Context: an optimization exercise on an open-source flow, tuned for small area, a short achievable clock period and few clock cycles. The choices shown serve that exercise and are no tape-out recipe. Power figures rest on the tool's default switching activity, not on a simulated workload.

== run 1 ==
Design huffman, start of the top module:
module huffman(clk,
               reset,
               gray_valid,
               gray_data,
               CNT_valid,
               CNT1,
               CNT2,
               CNT3,
               CNT4,
               CNT5,
               CNT6,
               code_valid,
               HC1,
               HC2,
               HC3,
               HC4,
               HC5,
               HC6,
               M1,
               M2,
               M3,
               M4,
               M5,
               M6);
    input clk;
    input reset;
    input gray_valid;
    input [7:0] gray_data;
    output reg CNT_valid;
    output [7:0] CNT1, CNT2, CNT3, CNT4, CNT5, CNT6;
    output reg code_valid;
    output [7:0] HC1, HC2, HC3, HC4, HC5, HC6;
    output [7:0] M1, M2, M3, M4, M5, M6;
    reg gv_d;
    reg run;
    reg [6:0] cnt [0:5];
    reg [2:0] pos [0:5];
    reg [4:0] hc  [0:5];
    reg [4:0] mk  [0:5];
    wire active = CNT_valid | run;
    wire [4:0] gt;
    wire [4:0] sw;
    genvar g;
    generate
        for (g = 0; g < 5; g = g + 1) begin : cmp
            assign gt[g] = cnt[g] > cnt[g+1];
            if (g == 0) begin : f
  ...
Size in the first run: roughly 1,100 cells after synthesis, about 160 I/O pins.
==> module huffman, before the edit <==
module huffman(clk,
               reset,
               gray_valid,
               gray_data,
               CNT_valid,
               CNT1,
               CNT2,
               CNT3,
               CNT4,
               CNT5,
               CNT6,
               code_valid,
               HC1,
               HC2,
               HC3,
               HC4,
               HC5,
               HC6,
               M1,
               M2,
               M3,
               M4,
               M5,
               M6);
    input clk;
    input reset;
    input gray_valid;
    input [7:0] gray_data;
    output reg CNT_valid;
    output [7:0] CNT1, CNT2, CNT3, CNT4, CNT5, CNT6;
    output reg code_valid;
    output [7:0] HC1, HC2, HC3, HC4, HC5, HC6;
    output [7:0] M1, M2, M3, M4, M5, M6;
    reg gv_d;
    reg run;
    reg [6:0] cnt [0:5];
    reg [2:0] pos [0:5];
    reg [4:0] hc  [0:5];
    reg [4:0] mk  [0:5];
    wire active = CNT_valid | run;
    wire [4:0] gt;
    wire [4:0] sw;
    genvar g;
    generate
        for (g = 0; g < 5; g = g + 1) begin : cmp
            assign gt[g] = cnt[g] > cnt[g+1];
            if (g == 0) begin : f
                assign sw[g] = gt[g];
            end else begin : n
                assign sw[g] = gt[g] & ~gt[g-1];
            end
        end
    endgenerate
    wire merge = active & ~|gt;
    wire two_left = ~|{pos[0][2:1], pos[1][2:1], pos[2][2:1],
                       pos[3][2:1], pos[4][2:1], pos[5][2:1]};
    wire last = merge & two_left;
    wire [6:0] sum = cnt[0] + cnt[1];
    always @(posedge clk) begin
        if (reset) begin
            gv_d       <= 1'b0;
            CNT_valid  <= 1'b0;
            run        <= 1'b0;
            code_valid <= 1'b0;
        end else begin
            gv_d       <= gray_valid;
            CNT_valid  <= gv_d & ~gray_valid;
            run        <= active & ~last;
            code_valid <= last;
        end
    end
    integer i;
    always @(posedge clk) begin
        for (i = 0; i < 6; i = i + 1) begin
            if (reset || last)
                cnt[i] <= 7'd0;
            else if (active) begin
                if (merge) begin
                    if (i == 0)
                        cnt[i] <= sum;
                    else if (i == 5)
                        cnt[i] <= 7'h7f;
                    else
                        cnt[i] <= cnt[(i+1)%6];
                end else if (i < 5 && sw[i%5])
                    cnt[i] <= cnt[(i+1)%6];
                else if (i > 0 && sw[(i+4)%5])
                    cnt[i] <= cnt[(i+5)%6];
            end else if (gray_valid && gray_data == 6 - i)
                cnt[i] <= cnt[i] + 7'd1;
        end
    end
    function [5:0] jdec(input [2:0] p);
        jdec = {p[2] & ~p[1], p[1] & ~p[0], p[2] & p[0],
                ~p[2] & p[1], ~p[1] & p[0], ~p[2] & ~p[0]};
    endfunction
    always @(posedge clk) begin
        for (i = 0; i < 6; i = i + 1) begin
            if (gray_valid) begin
                pos[i] <= (i == 0) ? 3'b100 : (i == 1) ? 3'b110 :
                          (i == 2) ? 3'b111 : (i == 3) ? 3'b011 :
                          (i == 4) ? 3'b001 : 3'b000;
                hc[i]  <= 5'd0;
                mk[i]  <= 5'd0;
            end else if (active) begin
                if (merge) begin
                    if (~pos[i][2] & ~pos[i][1]) begin
                        pos[i] <= 3'b000;
                        mk[i] <= {mk[i][3:0], 1'b1};
                        if (~pos[i][0])
                            hc[i] <= hc[i] | (~mk[i] & {mk[i][3:0], 1'b1});
                    end else
                        pos[i] <= {~pos[i][0], pos[i][2], pos[i][1]};
                end else begin
                    if (|(jdec(pos[i]) & {1'b0, sw}))
                        pos[i] <= {pos[i][1], pos[i][0], ~pos[i][2]};
                    else if (|(jdec(pos[i]) & {sw, 1'b0}))
                        pos[i] <= {~pos[i][0], pos[i][2], pos[i][1]};
                end
            end
        end
    end
    assign CNT1 = {1'b0, cnt[5]};
    assign CNT2 = {1'b0, cnt[4]};
    assign CNT3 = {1'b0, cnt[3]};
    assign CNT4 = {1'b0, cnt[2]};
    assign CNT5 = {1'b0, cnt[1]};
    assign CNT6 = {1'b0, cnt[0]};
    assign HC1 = {3'b0, hc[0]};
    assign HC2 = {3'b0, hc[1]};
    assign HC3 = {3'b0, hc[2]};
    assign HC4 = {3'b0, hc[3]};
    assign HC5 = {3'b0, hc[4]};
    assign HC6 = {3'b0, hc[5]};
    assign M1 = {3'b0, mk[0]};
    assign M2 = {3'b0, mk[1]};
    assign M3 = {3'b0, mk[2]};
    assign M4 = {3'b0, mk[3]};
    assign M5 = {3'b0, mk[4]};
    assign M6 = {3'b0, mk[5]};
endmodule
clock: 6.0 ns
lec_check: 0
abc_clock_period_in_ps: 2500
cap_margin: 20
core_margin: 2
core_utilization: 50
setup_slack_margin: 3.5
slew_margin: 20
run.sh (not shown) runs the stock make flow with config.mk's settings and CLKGATE_MAP_FILE= SYNTH_SCRIPT=/design/flow/synth_recipe.tcl, a recipe that flattens the netlist after the stock synthesis.
Run 1 completed every stage of the flow, and the final layout passed the timing, DRC and antenna checks.
[inputs] run 2 vs run 1
--- a/flow/design.v
+++ b/flow/design.v
@@ -36,9 +36,17 @@
     reg run;
     reg [6:0] cnt [0:5];
     reg [2:0] pos [0:5];
-    reg [4:0] hc  [0:5];
-    reg [4:0] mk  [0:5];
-    wire active = CNT_valid | run;
+    reg [5:0] cw  [0:5];
+    wire [5:0] ab [0:5];
+    genvar q;
+    generate
+        for (q = 0; q < 6; q = q + 1) begin : msk
+            assign ab[q] = {1'b0, ab[q][5:1] | cw[q][5:1]};
+        end
+    endgenerate
+    reg ph;
+    reg [4:0] gtr;
+    wire active = run & ph;
     wire [4:0] gt;
     wire [4:0] sw;
     genvar g;
@@ -46,13 +54,13 @@
         for (g = 0; g < 5; g = g + 1) begin : cmp
             assign gt[g] = cnt[g] > cnt[g+1];
             if (g == 0) begin : f
-                assign sw[g] = gt[g];
+                assign sw[g] = gtr[g];
             end else begin : n
-                assign sw[g] = gt[g] & ~gt[g-1];
+                assign sw[g] = gtr[g] & ~gtr[g-1];
             end
         end
     endgenerate
-    wire merge = active & ~|gt;
+    wire merge = active & ~|gtr;
     wire two_left = ~|{pos[0][2:1], pos[1][2:1], pos[2][2:1],
                        pos[3][2:1], pos[4][2:1], pos[5][2:1]};
     wire last = merge & two_left;
@@ -62,15 +70,18 @@
             gv_d       <= 1'b0;
             CNT_valid  <= 1'b0;
             run        <= 1'b0;
+            ph         <= 1'b0;
             code_valid <= 1'b0;
         end else begin
             gv_d       <= gray_valid;
             CNT_valid  <= gv_d & ~gray_valid;
-            run        <= active & ~last;
+            run        <= (CNT_valid | run) & ~last;
+            ph         <= CNT_valid | (run & ~ph);
             code_valid <= last;
         end
     end
     integer i;
+    always @(posedge clk) gtr <= gt;
     always @(posedge clk) begin
         for (i = 0; i < 6; i = i + 1) begin
             if (reset || last)
@@ -101,15 +112,14 @@
                 pos[i] <= (i == 0) ? 3'b100 : (i == 1) ? 3'b110 :
                           (i == 2) ? 3'b111 : (i == 3) ? 3'b011 :
                           (i == 4) ? 3'b001 : 3'b000;
-                hc[i]  <= 5'd0;
-                mk[i]  <= 5'd0;
+                cw[i]  <= 6'd1;
             end else if (active) begin
                 if (merge) begin
                     if (~pos[i][2] & ~pos[i][1]) begin
                         pos[i] <= 3'b000;
-                        mk[i] <= {mk[i][3:0], 1'b1};
-                        if (~pos[i][0])
-                            hc[i] <= hc[i] | (~mk[i] & {mk[i][3:0], 1'b1});
+                        cw[i] <= (ab[i] & cw[i]) |
+                                 (~ab[i] & cw[i] & {6{~pos[i][0]}}) |
+                                 (~ab[i] & ~cw[i] & {cw[i][4:0], 1'b0});
                     end else
                         pos[i] <= {~pos[i][0], pos[i][2], pos[i][1]};
                 end else begin
@@ -127,16 +137,16 @@
     assign CNT4 = {1'b0, cnt[2]};
     assign CNT5 = {1'b0, cnt[1]};
     assign CNT6 = {1'b0, cnt[0]};
-    assign HC1 = {3'b0, hc[0]};
-    assign HC2 = {3'b0, hc[1]};
-    assign HC3 = {3'b0, hc[2]};
-    assign HC4 = {3'b0, hc[3]};
-    assign HC5 = {3'b0, hc[4]};
-    assign HC6 = {3'b0, hc[5]};
-    assign M1 = {3'b0, mk[0]};
-    assign M2 = {3'b0, mk[1]};
-    assign M3 = {3'b0, mk[2]};
-    assign M4 = {3'b0, mk[3]};
-    assign M5 = {3'b0, mk[4]};
-    assign M6 = {3'b0, mk[5]};
+    assign HC1 = {3'b0, cw[0][4:0] & ab[0][4:0]};
+    assign HC2 = {3'b0, cw[1][4:0] & ab[1][4:0]};
+    assign HC3 = {3'b0, cw[2][4:0] & ab[2][4:0]};
+    assign HC4 = {3'b0, cw[3][4:0] & ab[3][4:0]};
+    assign HC5 = {3'b0, cw[4][4:0] & ab[4][4:0]};
+    assign HC6 = {3'b0, cw[5][4:0] & ab[5][4:0]};
+    assign M1 = {3'b0, ab[0][4:0]};
+    assign M2 = {3'b0, ab[1][4:0]};
+    assign M3 = {3'b0, ab[2][4:0]};
+    assign M4 = {3'b0, ab[3][4:0]};
+    assign M5 = {3'b0, ab[4][4:0]};
+    assign M6 = {3'b0, ab[5][4:0]};
 endmodule
==> run notes <==
Run 2 ended with every stage complete and zero timing, DRC or antenna violations. Measured against each other, run 1 and run 2 differ in synthesis-to-finish area growth, the higher figure coming from run 1. A classification of the worst setup path of register to output pin is what run 2 shows, while register to register belongs to run 1. Summary of run 2 over run 1: portion of the clock cycle consumed by the worst path in the final layout shrank by 1.7 points; largest fanout of any net on the critical path shrank by 3; final area shrank by 2500 um2; sequential share of layout area grew by 1.4 points. | floorplan die area | run 2 vs run 1 | worse |. Sequential power share came out higher on run 2 than on run 1.
No run of this note included a check of the RTL's function; only the layout flow was run.

[static timing again, ports no longer ideal]
In the flow no input, the clock included, has a driving cell. The finished layouts below were timed again as built, in two steps. Step 1 (the two cells are an assumption about what drives the block):
set clk [get_ports {clk}]
set_driving_cell -lib_cell sky130_fd_sc_hd__clkbuf_16 $clk
set_driving_cell -lib_cell sky130_fd_sc_hd__buf_2 [delete_from_list [all_inputs] $clk]
Step 2 also shifts input and output timing later by t, the mid clock arrival at the registers, as if the neighbouring blocks saw the same clock. Three values: ideal, step 1, step 2; two values: the first two.
run	shift t [ns]	setup WS [ns]	worst hold slack (ns)	worst setup path after step 2
run 1	0.484	3.015 / 3.015 / 2.739	0.462 / 0.462 / 0.462	input to register
run 2	0.404	3.118 / 3.074 / 3.166	0.458 / 0.458 / 0.458	input to register
After both steps every run listed still meets setup and hold. For run 1, which loses most, drivers alone change the setup slack by 0.000 ns; drivers and shift together by -0.276 ns.
